Background: an optimization exercise with open tools, aiming at small area and a short achievable clock period. Do not read the settings as production practice. RTL that was checked went through simulation tests only; none was proved equivalent to the original. Power figures rest on the tool's default switching activity, not on a simulated workload.

## run A
Design CPU, start of the top module:
module CPU(reset, clk, imem_addr, imem_data, mem_addr, mem_wdata, mem_rdata, mem_read, mem_write);
Settings: LEC_CHECK=0, CAP_MARGIN=20, CORE_MARGIN=2, CORE_UTILIZATION=40, SLEW_MARGIN=20, SYNTH_HIERARCHICAL=1; clock period 10.0 ns.
standard.sh (not shown) runs the stock make flow with config.mk's settings and CLKGATE_MAP_FILE= SYNTH_SCRIPT=/design/flow/synth_recipe.tcl, a recipe that flattens the netlist after the stock synthesis.
==> flow/flow/run.sh <==
#!/bin/bash
# Layout: the standard ORFS flow (standard.sh), with
#  - timing repair aimed below the clock period (repair_timing runs until the setup
#    slack reaches SETUP_SLACK_MARGIN),
#  - plain buffers on the ports instead of the delay cells buffer_ports picks,
#  - clock tree synthesis without dummy loads, with larger leaf clusters and only the
#    largest clock buffer, which needs fewer buffers in all.
# ORFS writes each step's full log under orfs/logs; make's own output goes to flow.log.
set -euo pipefail
bash standard.sh \
    SETUP_SLACK_MARGIN=6.2 \
    "BUFFER_PORTS_ARGS=-buffer_cell sky130_fd_sc_hd__buf_2" \
    "CTS_ARGS=-sink_clustering_enable -repair_clock_nets -dont_use_dummy_load -buf_list sky130_fd_sc_hd__clkbuf_16 -sink_clustering_size 20 -sink_clustering_max_diameter 100" \
    finish > flow.log 2>&1
Run A | stages: all done | timing, DRC, antenna: all pass
What run B does differently from run A at the input level:
-- flow/flow/run.sh --
<<< run A, line 9
set -euo pipefail
bash standard.sh \
    SETUP_SLACK_MARGIN=6.2 \
    "BUFFER_PORTS_ARGS=-buffer_cell sky130_fd_sc_hd__buf_2" \
    "CTS_ARGS=-sink_clustering_enable -repair_clock_nets -dont_use_dummy_load -buf_list sky130_fd_sc_hd__clkbuf_16 -sink_clustering_size 20 -sink_clustering_max_diameter 100" \
>>> run B, line 9
set -euo pipefail
bash standard.sh \
    SETUP_SLACK_MARGIN=6.7 \
    "BUFFER_PORTS_ARGS=-buffer_cell sky130_fd_sc_hd__buf_2" \
    "CTS_ARGS=-sink_clustering_enable -repair_clock_nets -dont_use_dummy_load -buf_list sky130_fd_sc_hd__clkbuf_16 -sink_clustering_size 20 -sink_clustering_max_diameter 100" \
### Flow results
In summary, run B completed successfully, with a layout that passed the timing, design-rule and antenna checks.
Required time reported for the critical path endpoint: run B vs run A up 0.08 ns
Run B vs run A, largest vdd supply drop went up by 0.051 mV.
For the fraction of layout instances using a drive strength above 1, run B came in 7.0 points higher than run A did.
Run B ended with less sequential share of cell area than run A.
Going from run A to run B, the relative contribution of combinational cells to total power was found to have gone up by 3.4 points.
According to the power report, total power for run B is higher than for run A.
From run A to run B the numbers moved as follows: layout-stage area growth over the synthesis result climbed 5.8 points; register-to-register slack has increased.
diff inputs: run B => run C
- changing SLEW_MARGIN from 20 to 5
- changing CAP_MARGIN from 20 to 5
-- flow/flow/run.sh --
<<< run B, line 9
set -euo pipefail
bash standard.sh \
    SETUP_SLACK_MARGIN=6.7 \
    "BUFFER_PORTS_ARGS=-buffer_cell sky130_fd_sc_hd__buf_2" \
    "CTS_ARGS=-sink_clustering_enable -repair_clock_nets -dont_use_dummy_load -buf_list sky130_fd_sc_hd__clkbuf_16 -sink_clustering_size 20 -sink_clustering_max_diameter 100" \
>>> run C, line 9
set -euo pipefail
bash standard.sh \
    SETUP_SLACK_MARGIN=6.5 \
    "BUFFER_PORTS_ARGS=-buffer_cell sky130_fd_sc_hd__buf_2" \
    "CTS_ARGS=-sink_clustering_enable -repair_clock_nets -dont_use_dummy_load -buf_list sky130_fd_sc_hd__clkbuf_16 -sink_clustering_size 20 -sink_clustering_max_diameter 100" \
## What came out
- Every stage of run C finished as expected; the final checks, on the other hand, flagged antenna rules, which means the layout fails.
- [compare] base=run B new=run C: met2 track demand over resource has decreased, aggregate routed wire length has decreased, length in cells of the worst reg-to-reg path has decreased.

* * *

CPU, a different RTL version from the one above (not shown whole).
Size: about 160 I/O pins.
clock: 10.0 ns
lec_check: 0
cap_margin: 20
core_margin: 2
core_utilization: 30
setup_slack_margin: 5
slew_margin: 20
synth_hierarchical: 1
run.sh (not shown) runs the stock make flow with config.mk's settings and CLKGATE_MAP_FILE= SYNTH_SCRIPT=/design/flow/synth_recipe.tcl, a recipe that flattens the netlist after the stock synthesis.
Stock flow here: none of the scripts above is used.
The starting point produced a clean layout.
Next try:
CORE_UTILIZATION = 40   (was 30)
CTS_BUF_LIST = sky130_fd_sc_hd__clkbuf_8   (was default)
Effect: The new run produced a clean layout; register-to-register slack degrades by 0.15 ns; worst setup slack degrades by 0.15 ns; final area came out lower by a few percent; count of clock-buffer cells in the layout came out higher by 42; maximum frequency came out lower by a few percent; global-route usage came out higher by 8.0 points; utilization came out higher by 10 points; die area came out lower by a quarter to a third; final cell count came out lower by a little under a tenth; power came out lower by a few percent.
Next try:
CTS_BUF_LIST = default   (was sky130_fd_sc_hd__clkbuf_8)
Result: The changed run finished with timing, DRC and antenna clean. Hold slack degrades by 0.0046 ns. Total power rose by about 4.5%. Wire length fell by 0.30%. Setup slack improves by 0.036 ns. Area after synthesis is unchanged.
Next try:
SETUP_SLACK_MARGIN = default   (was 5)
Non-clock buffer count goes down by 84; die area does not change; core utilization came out lower by 1.0 points; register-to-register slack got worse by 1.3 ns; routed wire length goes down by 2.1%; final cell count decreases by about 1.1%; total power is lower by about 0.7%; design area went down by about 2.1%; first-iteration DRC count falls by 5.4%.
No run of this note included a check of the RTL's function; only the layout flow was run.

* * *

zinc:
RTL: one of the versions met above, not the one the previous note started from.
For scale: roughly 160 I/O pins.
==> flow/config.mk <==
export PLATFORM = sky130hd
export DESIGN_NAME = CPU
export DESIGN_NICKNAME = CPU
export VERILOG_FILES = /design/flow/design.v
export SDC_FILE = /design/flow/constraint.sdc
export NUM_CORES = 8
export LEC_CHECK = 0
export CAP_MARGIN = 20
export CORE_MARGIN = 2
export CORE_UTILIZATION = 40
export PLACE_DENSITY = 0.72
export SLEW_MARGIN = 20
export SYNTH_HIERARCHICAL = 1
==> flow/constraint.sdc <==
create_clock -name core_clock -period 10.0 [get_ports {clk}]
set_input_delay 2.0000 -clock core_clock [delete_from_list [all_inputs] [get_ports {clk}]]
set_output_delay 2.0000 -clock core_clock [all_outputs]
set_load 0.01 [all_outputs]
standard.sh (not shown) runs the stock make flow with config.mk's settings and CLKGATE_MAP_FILE= SYNTH_SCRIPT=/design/flow/synth_recipe.tcl, a recipe that flattens the netlist after the stock synthesis.
==> flow/flow/run.sh <==
#!/bin/bash
# Layout: the standard ORFS flow (standard.sh), with
#  - timing repair aimed below the clock period (repair_timing runs until the setup
#    slack reaches SETUP_SLACK_MARGIN),
#  - plain buffers on the ports instead of the delay cells buffer_ports picks,
#  - clock tree synthesis without dummy loads, with larger leaf clusters and only the
#    largest clock buffer, which needs fewer buffers in all.
# ORFS writes each step's full log under orfs/logs; make's own output goes to flow.log.
set -euo pipefail
bash standard.sh \
    SETUP_SLACK_MARGIN=6.5 \
    "BUFFER_PORTS_ARGS=-buffer_cell sky130_fd_sc_hd__buf_2" \
    "CTS_ARGS=-sink_clustering_enable -repair_clock_nets -dont_use_dummy_load -buf_list sky130_fd_sc_hd__clkbuf_16 -sink_clustering_size 20 -sink_clustering_max_diameter 100" \
    finish > flow.log 2>&1
zinc: done, clean on timing, DRC and antenna
Edits applied to the flow inputs when going from zinc to sierra:
Settings: removing PLACE_DENSITY (formerly 0.72).
--- a/flow/flow/run.sh
+++ b/flow/flow/run.sh
@@ -9,5 +9,5 @@
 set -euo pipefail
 bash standard.sh \
-    SETUP_SLACK_MARGIN=6.5 \
+    SETUP_SLACK_MARGIN=5.9 \
     "BUFFER_PORTS_ARGS=-buffer_cell sky130_fd_sc_hd__buf_2" \
     "CTS_ARGS=-sink_clustering_enable -repair_clock_nets -dont_use_dummy_load -buf_list sky130_fd_sc_hd__clkbuf_16 -sink_clustering_size 20 -sink_clustering_max_diameter 100" \
Notes after the runs:
- sierra went all the way through the flow, and no timing, DRC or antenna check failed.
- Wire: sierra routes more than zinc
- Clock power share essentially unchanged between sierra and zinc.
- zinc → sierra: area growth from synthesis to layout dropped 1.0 points, clock insertion delay at the later pin of the skew report shows an increase of 20 ps, leakage power summed over all cells has decreased.
- Changes observed in sierra relative to zinc: detailed placer's ending HPWL went up 6.1%; portion of total power attributed to combinational logic went up 1.1 points; final critical-path share of the clock period went up 4.5 points; met3 global-route usage went down 1.1 points.
- Taking zinc as the reference point, the initial antenna violation count of sierra falls by 8.
- Comparing sierra with zinc, the worst hold slack came out essentially unchanged.
> inputs changed (sierra -> pepper)
--- a/flow/flow/run.sh
+++ b/flow/flow/run.sh
@@ -9,5 +9,5 @@
 set -euo pipefail
 bash standard.sh \
-    SETUP_SLACK_MARGIN=5.9 \
+    SETUP_SLACK_MARGIN=6.5 \
     "BUFFER_PORTS_ARGS=-buffer_cell sky130_fd_sc_hd__buf_2" \
     "CTS_ARGS=-sink_clustering_enable -repair_clock_nets -dont_use_dummy_load -buf_list sky130_fd_sc_hd__clkbuf_16 -sink_clustering_size 20 -sink_clustering_max_diameter 100" \
### Flow results
pepper went all the way through the flow, and no timing, DRC or antenna check failed. pepper — share of total power in combinational logic 0.3 points lower, sierra as reference. The clock power of sierra and that of pepper are within noise of each other. Pin slew with the least headroom to its limit: pepper vs sierra down 19 ps. On worst supply voltage drop on vdd: between sierra and pepper, it ends up lower for pepper. Compared to sierra, pepper has global-route usage 0.96 points higher.
Relative to pepper, the following input files were edited for indigo:
Settings: CORE_UTILIZATION now 50, was 40.
### Flow results
- Delta (indigo minus pepper): floorplan die area lost 20%, number of vias in the routed layout rose 3.6%, length of routed met3 wiring now sits higher.
- indigo closes out successfully: all stages finished, all timing, DRC and antenna checks passed.
- Every stage of the flow completed for pepper, and the final layout passed the timing, design-rule and antenna checks.
- Overall power consumption: lower on pepper
- From pepper to indigo the numbers moved as follows: non-clock buffer count saw an increase, wire length of the first global-routing pass up 14 mm.
[inputs] yarrow vs indigo
Settings: CORE_UTILIZATION changed from 50 to 40.
--- a/flow/flow/run.sh
+++ b/flow/flow/run.sh
@@ -11,4 +11,4 @@
     SETUP_SLACK_MARGIN=6.5 \
     "BUFFER_PORTS_ARGS=-buffer_cell sky130_fd_sc_hd__buf_2" \
-    "CTS_ARGS=-sink_clustering_enable -repair_clock_nets -dont_use_dummy_load -buf_list sky130_fd_sc_hd__clkbuf_16 -sink_clustering_size 20 -sink_clustering_max_diameter 100" \
+    "CTS_ARGS=-sink_clustering_enable -repair_clock_nets -dont_use_dummy_load -buf_list sky130_fd_sc_hd__clkbuf_16 -sink_clustering_size 26 -sink_clustering_max_diameter 110" \
     finish > flow.log 2>&1
[summary]
indigo → yarrow: met2 layer wire length in the routed design fell 2.5%, minimum setup slack in the final design increased 30 ps, number of buffers other than clock buffers in the final layout down about 7%, core region area increased about 25%, synthesis-to-finish area growth has decreased.
Diff indigo -> yarrow | routability congestion estimate from global placement | down by a few percent
In yarrow, the utilization of the core after routing came out 12 points below the value in indigo.
Measured against indigo, the post-cts resize count of yarrow comes out at 0.62 times the reference value.
indigo has higher routed wirelength normalized by instance count than yarrow.

* * *

Setup of amber:
Another version of the RTL of CPU (not shown whole).
For scale: ~5000 cells after synthesis, about 160 I/O pins.
export LEC_CHECK = 0
export CAP_MARGIN = 20
export CORE_MARGIN = 2
export CORE_UTILIZATION = 40
export SLEW_MARGIN = 20
export SYNTH_HIERARCHICAL = 1
create_clock -name core_clock -period 10.0 [get_ports {clk}]
==> flow/flow/run.sh <==
#!/bin/bash
# Layout: the standard ORFS flow (standard.sh), with
#  - timing repair aimed below the clock period (repair_timing runs until the setup
#    slack reaches SETUP_SLACK_MARGIN),
#  - plain buffers on the ports instead of the delay cells buffer_ports picks,
#  - clock tree synthesis without dummy loads.
# ORFS writes each step's full log under orfs/logs; make's own output goes to flow.log.
set -euo pipefail
bash standard.sh \
    SETUP_SLACK_MARGIN=6.5 \
    "BUFFER_PORTS_ARGS=-buffer_cell sky130_fd_sc_hd__buf_2" \
    "CTS_ARGS=-sink_clustering_enable -repair_clock_nets -dont_use_dummy_load -buf_list sky130_fd_sc_hd__clkbuf_8 -sink_clustering_size 12 -sink_clustering_max_diameter 80" \
    finish > flow.log 2>&1
Per the final summary, amber finished and its layout is clean on timing, DRC and antenna.
diff inputs: amber => garnet
diff --git a/flow/flow/run.sh b/flow/flow/run.sh
--- a/flow/flow/run.sh
+++ b/flow/flow/run.sh
@@ -12 +12 @@
-    "CTS_ARGS=-sink_clustering_enable -repair_clock_nets -dont_use_dummy_load -buf_list sky130_fd_sc_hd__clkbuf_8 -sink_clustering_size 12 -sink_clustering_max_diameter 80" \
+    "CTS_ARGS=-sink_clustering_enable -repair_clock_nets -dont_use_dummy_load -buf_list sky130_fd_sc_hd__clkbuf_16 -sink_clustering_size 20 -sink_clustering_max_diameter 100" \
Notes after the runs:
From amber to garnet the numbers moved as follows: first-pass GRT wire length decreased 1.3%, clock period minus final worst setup slack fell by 14 ps, highest net fanout along the worst path picked up an extra 30, overall fraction of global-route tracks in use down 0.46 points.

## port drivers added, routing unchanged
Ports are ideal in the flow. The routed layouts listed here were re-timed in OpenROAD. Step 1: set_driving_cell puts a clkbuf_16 on clk and a buf_2 on each other input, an assumption about the parent block. Step 2, shift: input delay + t, output delay - t, t = (earliest + latest rising clock arrival at the registers) / 2. This alone moves slack from input paths to output paths. Slacks: ideal / step 1 / step 2; pairs: ideal / step 1.
run | shift t [ns] | slack for setup (ns) | worst setup path at the end | latest minus earliest clock arrival (ns) | worst slew at a driven data input, ns
run A | 0.780 | 6.125 / 6.127 / 5.347 | input to register | 0.120 / 0.120 | 0.15
run B | 0.793 | 6.550 / 6.488 / 5.695 | input to register | 0.121 / 0.121 | 0.16
run C | 0.780 | 6.470 / 6.392 / 5.612 | input to register | 0.086 / 0.086 | 0.16
the first run of note 2 | 0.902 | 4.400 / 4.400 / 4.400 | register to register | 0.062 / 0.062 | 0.06
the second run of note 2 | 1.072 | 4.248 / 4.248 / 4.248 | register to register | 0.072 / 0.072 | 0.06
the third run of note 2 | 0.901 | 4.284 / 4.284 / 4.284 | register to register | 0.042 / 0.042 | 0.06
the fourth run of note 2 | 0.889 | 3.031 / 3.031 / 3.031 | register to register | 0.037 / 0.036 | 0.06
zinc | 0.772 | 6.403 / 6.306 / 5.534 | input to register | 0.082 / 0.082 | 0.17
sierra | 0.780 | 5.951 / 5.970 / 5.190 | input to register | 0.105 / 0.106 | 0.14
pepper | 0.786 | 6.477 / 6.395 / 5.608 | input to register | 0.101 / 0.101 | 0.16
indigo | 0.783 | 6.409 / 6.256 / 5.473 | input to register | 0.086 / 0.086 | 0.24
yarrow | 0.776 | 6.439 / 6.363 / 5.586 | input to register | 0.100 / 0.099 | 0.16
amber | 0.949 | 6.450 / 6.378 / 5.452 | input to register | 0.111 / 0.111 | 0.15
garnet | 0.786 | 6.464 / 6.418 / 5.632 | input to register | 0.088 / 0.088 | 0.14
For amber, which loses most, drivers alone change the setup slack by -0.072 ns; drivers and shift together by -0.998 ns.
